This design comes from an exercise in tuning for small area on the open sky130 flow, not from production work. The RTL was checked by simulation tests, not by an equivalence proof against the original design. Power and IR drop assume default switching activity. The clock port is modelled as an ideal driver; clocking choices that lean on that would not hold on a real chip.

// rtop
module rtop(clk,rstn,re0,re1,re2,din,pkt_valid,dout0,dout1,dout2,vld0,vld1,vld2,error,busy);
input clk,rstn,re0,re1,re2,pkt_valid;
input [7:0]din;
output vld0,vld1,vld2,error,busy;
output [7:0]dout0,dout1,dout2;
wire [2:0]we_enb;
wire [7:0]dout;
wire empty0,empty1,empty2,full0,full1,full2;
wire sft0,sft1,sft2;
wire detect_add,ld_state,laf_state,we_reg,rst_int_reg,lfd_state;
wire low_pkt_valid,parity_done,fifo_full;
fsm_r FSM(clk,rstn,pkt_valid,low_pkt_valid,sft0||sft1||sft2,fifo_full,empty0,empty1,empty2,parity_done,din[1:0],busy,detect_add,ld_state,laf_state,we_reg,rst_int_reg,lfd_state);
synch SYNC(clk,rstn,we_reg,detect_add,re0,re1,re2,empty0,empty1,empty2,full0,full1,full2,din[1:0],we_enb,fifo_full,vld0,vld1,vld2,sft0,sft1,sft2);
routerfifo FIFO_0(clk,rstn,re0,we_enb[0],dout,sft0,empty0,dout0,full0);
routerfifo FIFO_1(clk,rstn,re1,we_enb[1],dout,sft1,empty1,dout1,full1);
routerfifo FIFO_2(clk,rstn,re2,we_enb[2],dout,sft2,empty2,dout2,full2);
registerR REGISTER(clk,rstn,pkt_valid,din,fifo_full,rst_int_reg,detect_add,ld_state,laf_state,lfd_state,parity_done,low_pkt_valid,error,dout);
endmodule
Size in the first run: roughly 1100 cells after synthesis, about 43 I/O pins.
clock: 5.0 ns
lec_check: 0
cap_margin: 20
core_margin: 2
core_utilization: 65
slew_margin: 20
synth_hierarchical: 1
standard.sh (not shown) runs the stock make flow with config.mk's settings and CLKGATE_MAP_FILE= SYNTH_SCRIPT=/design/flow/synth_recipe.tcl, a recipe that flattens the netlist after the stock synthesis.
==> flow/flow/run.sh <==
#!/bin/bash
# Standard ORFS layout, with: every combinational cell first set to the
# smallest cell of its family (repair upsizes where needed), a leaner clock
# tree (no dummy balancing loads, larger sink clusters) and the smallest
# buffer on each port.
set -euo pipefail
here=$(pwd)
export PRE_FLOORPLAN_TCL=$here/flow/downsize.tcl
export CTS_ARGS="-sink_clustering_enable -repair_clock_nets -dont_use_dummy_load -sink_clustering_size ${CTS_SIZE:-34} -sink_clustering_max_diameter ${CTS_DIAM:-100}"
export BUFFER_PORTS_ARGS="-buffer_cell sky130_fd_sc_hd__buf_1"
bash standard.sh > standard.log 2>&1
==> flow/flow/downsize.tcl <==
# Resize every combinational cell to the smallest-area cell of its family
# (same name up to the drive suffix); timing and design repair later in the
# flow upsize where needed. Flip-flops, clock cells and tie cells are left.
set lib_area {}
set fam_best {}
foreach lib [get_libs *] {
  foreach cell [get_lib_cells [get_name $lib]/*] {
    set name [get_name $cell]
    if {![regexp {^(sky130_fd_sc_hd__[a-z0-9]+)_([0-9]+)$} $name -> fam drv]} { continue }
    if {[regexp {__(df|edf|sdf|sedf|dl|sdl|ebuf|einv)} $fam]} { continue }
    if {[regexp {clk|probe|lpflow|dly|conb|tap|fill|decap|diode} $fam]} { continue }
    set area [get_property $cell area]
    if {![dict exists $fam_best $fam]} {
      dict set fam_best $fam [list $name $area $drv]
    } else {
      lassign [dict get $fam_best $fam] bn ba bd
      if {$area < $ba - 1e-6 || (abs($area - $ba) < 1e-6 && $drv > $bd)} {
        dict set fam_best $fam [list $name $area $drv]
      }
    }
  }
}
set n 0
set before 0.0
set after 0.0
foreach inst [get_cells *] {
  set master [get_property $inst ref_name]
  if {![regexp {^(sky130_fd_sc_hd__[a-z0-9]+)_([0-9]+)$} $master -> fam drv]} { continue }
  if {![dict exists $fam_best $fam]} { continue }
  set best [lindex [dict get $fam_best $fam] 0]
  if {$best ne $master} {
    replace_cell $inst $best
    incr n
  }
}
puts "downsize: resized $n cells"
Change:
--- a/flow/flow/run.sh
+++ b/flow/flow/run.sh
@@ -9 +9 @@
-export CTS_ARGS="-sink_clustering_enable -repair_clock_nets -dont_use_dummy_load -sink_clustering_size ${CTS_SIZE:-34} -sink_clustering_max_diameter ${CTS_DIAM:-100}"
+export CTS_ARGS="-sink_clustering_enable -repair_clock_nets -dont_use_dummy_load -sink_clustering_size ${CTS_SIZE:-30} -sink_clustering_max_diameter ${CTS_DIAM:-100}"
The changed run finished with timing, DRC and antenna clean.
Register-to-register slack got worse by 0.03 ns.
Maximum frequency is lower by about 0.6%.
Via count is higher by 0.59%.

========
## rev 12
rtop again, from the RTL that the note above started with.
Settings: LEC_CHECK=0, CAP_MARGIN=20, CORE_MARGIN=2, CORE_UTILIZATION=65, SLEW_MARGIN=20, SYNTH_HIERARCHICAL=1; clock period 5.0 ns.
==> flow/flow/run.sh <==
#!/bin/bash
# Standard ORFS layout, with: every combinational cell first set to the
# smallest cell of its family (repair upsizes where needed), a leaner clock
# tree (no dummy balancing loads, larger sink clusters) and the smallest
# buffer on each port.
set -euo pipefail
here=$(pwd)
export PRE_FLOORPLAN_TCL=$here/flow/downsize.tcl
export CTS_ARGS="-sink_clustering_enable -repair_clock_nets -dont_use_dummy_load -sink_clustering_size ${CTS_SIZE:-34} -sink_clustering_max_diameter ${CTS_DIAM:-50}"
export BUFFER_PORTS_ARGS="-buffer_cell sky130_fd_sc_hd__buf_1"
bash standard.sh > standard.log 2>&1
Scripts as last shown in full above: flow/flow/downsize.tcl
Rev 12 closes out successfully: all stages finished, all timing, DRC and antenna checks passed.
The inputs of rev 13 differ from those of rev 12 as listed below.
diff --git a/flow/flow/run.sh b/flow/flow/run.sh
--- a/flow/flow/run.sh
+++ b/flow/flow/run.sh
@@ -7,5 +7,5 @@
 here=$(pwd)
 export PRE_FLOORPLAN_TCL=$here/flow/downsize.tcl
-export CTS_ARGS="-sink_clustering_enable -repair_clock_nets -dont_use_dummy_load -sink_clustering_size ${CTS_SIZE:-34} -sink_clustering_max_diameter ${CTS_DIAM:-50}"
+export CTS_ARGS="-sink_clustering_enable -repair_clock_nets -dont_use_dummy_load -sink_clustering_size ${CTS_SIZE:-30} -sink_clustering_max_diameter ${CTS_DIAM:-100} -root_buf sky130_fd_sc_hd__clkbuf_4 -tree_buf sky130_fd_sc_hd__clkbuf_4 -sink_clustering_buffer sky130_fd_sc_hd__clkbuf_16"
 export BUFFER_PORTS_ARGS="-buffer_cell sky130_fd_sc_hd__buf_1"
 bash standard.sh > standard.log 2>&1
- Looking at cell area across rev 13 and rev 12, the one that comes out lower is rev 13.
- Rev 12 -> rev 13: worst voltage drop across the vdd grid increased slightly
- Rev 13 vs. rev 12: clock buffer count in the final layout now smaller, clock share of power now smaller, register fraction of the total cell area now larger, total power draw now smaller, total global-route track usage now smaller.
- Looking at capture point of the critical path, the vld1 result is from rev 13; the FIFO_1.dout[1]$_DFF_P_ one comes from rev 12.

-- afterwards: timing with drivers on the ports --
How much do the figures lean on ideal ports? The routed layouts below were timed once more, with nothing changed but the port constraints.
Step 1: set_driving_cell puts a clkbuf_16 on clk and a buf_2 on each other input, an assumption about the parent block.
Step 2 also shifts input and output timing later by t, the mid clock arrival at the registers, as if the neighbouring blocks saw the same clock.
Slacks: ideal / step 1 / step 2; pairs: ideal / step 1.
run | t (ns) | slack for setup (ns) | worst setup path after step 2 | worst slew at a driven data input, ns | pins driven straight from the clock port
the first run of note 1 | 0.557 | 1.684 / 1.713 / 1.156 | input to register | 0.03 | 1
the second run of note 1 | 0.556 | 1.663 / 1.689 / 1.133 | input to register | 0.03 | 1
rev 12 | 0.565 | 1.638 / 1.665 / 1.100 | input to register | 0.03 | 1
rev 13 | 0.781 | 1.847 / 1.803 / 1.150 | input to register | 0.03 | 1
After both steps every run listed still meets setup and hold. For rev 13, which loses most, drivers alone change the setup slack by -0.044 ns; drivers and shift together by -0.697 ns.
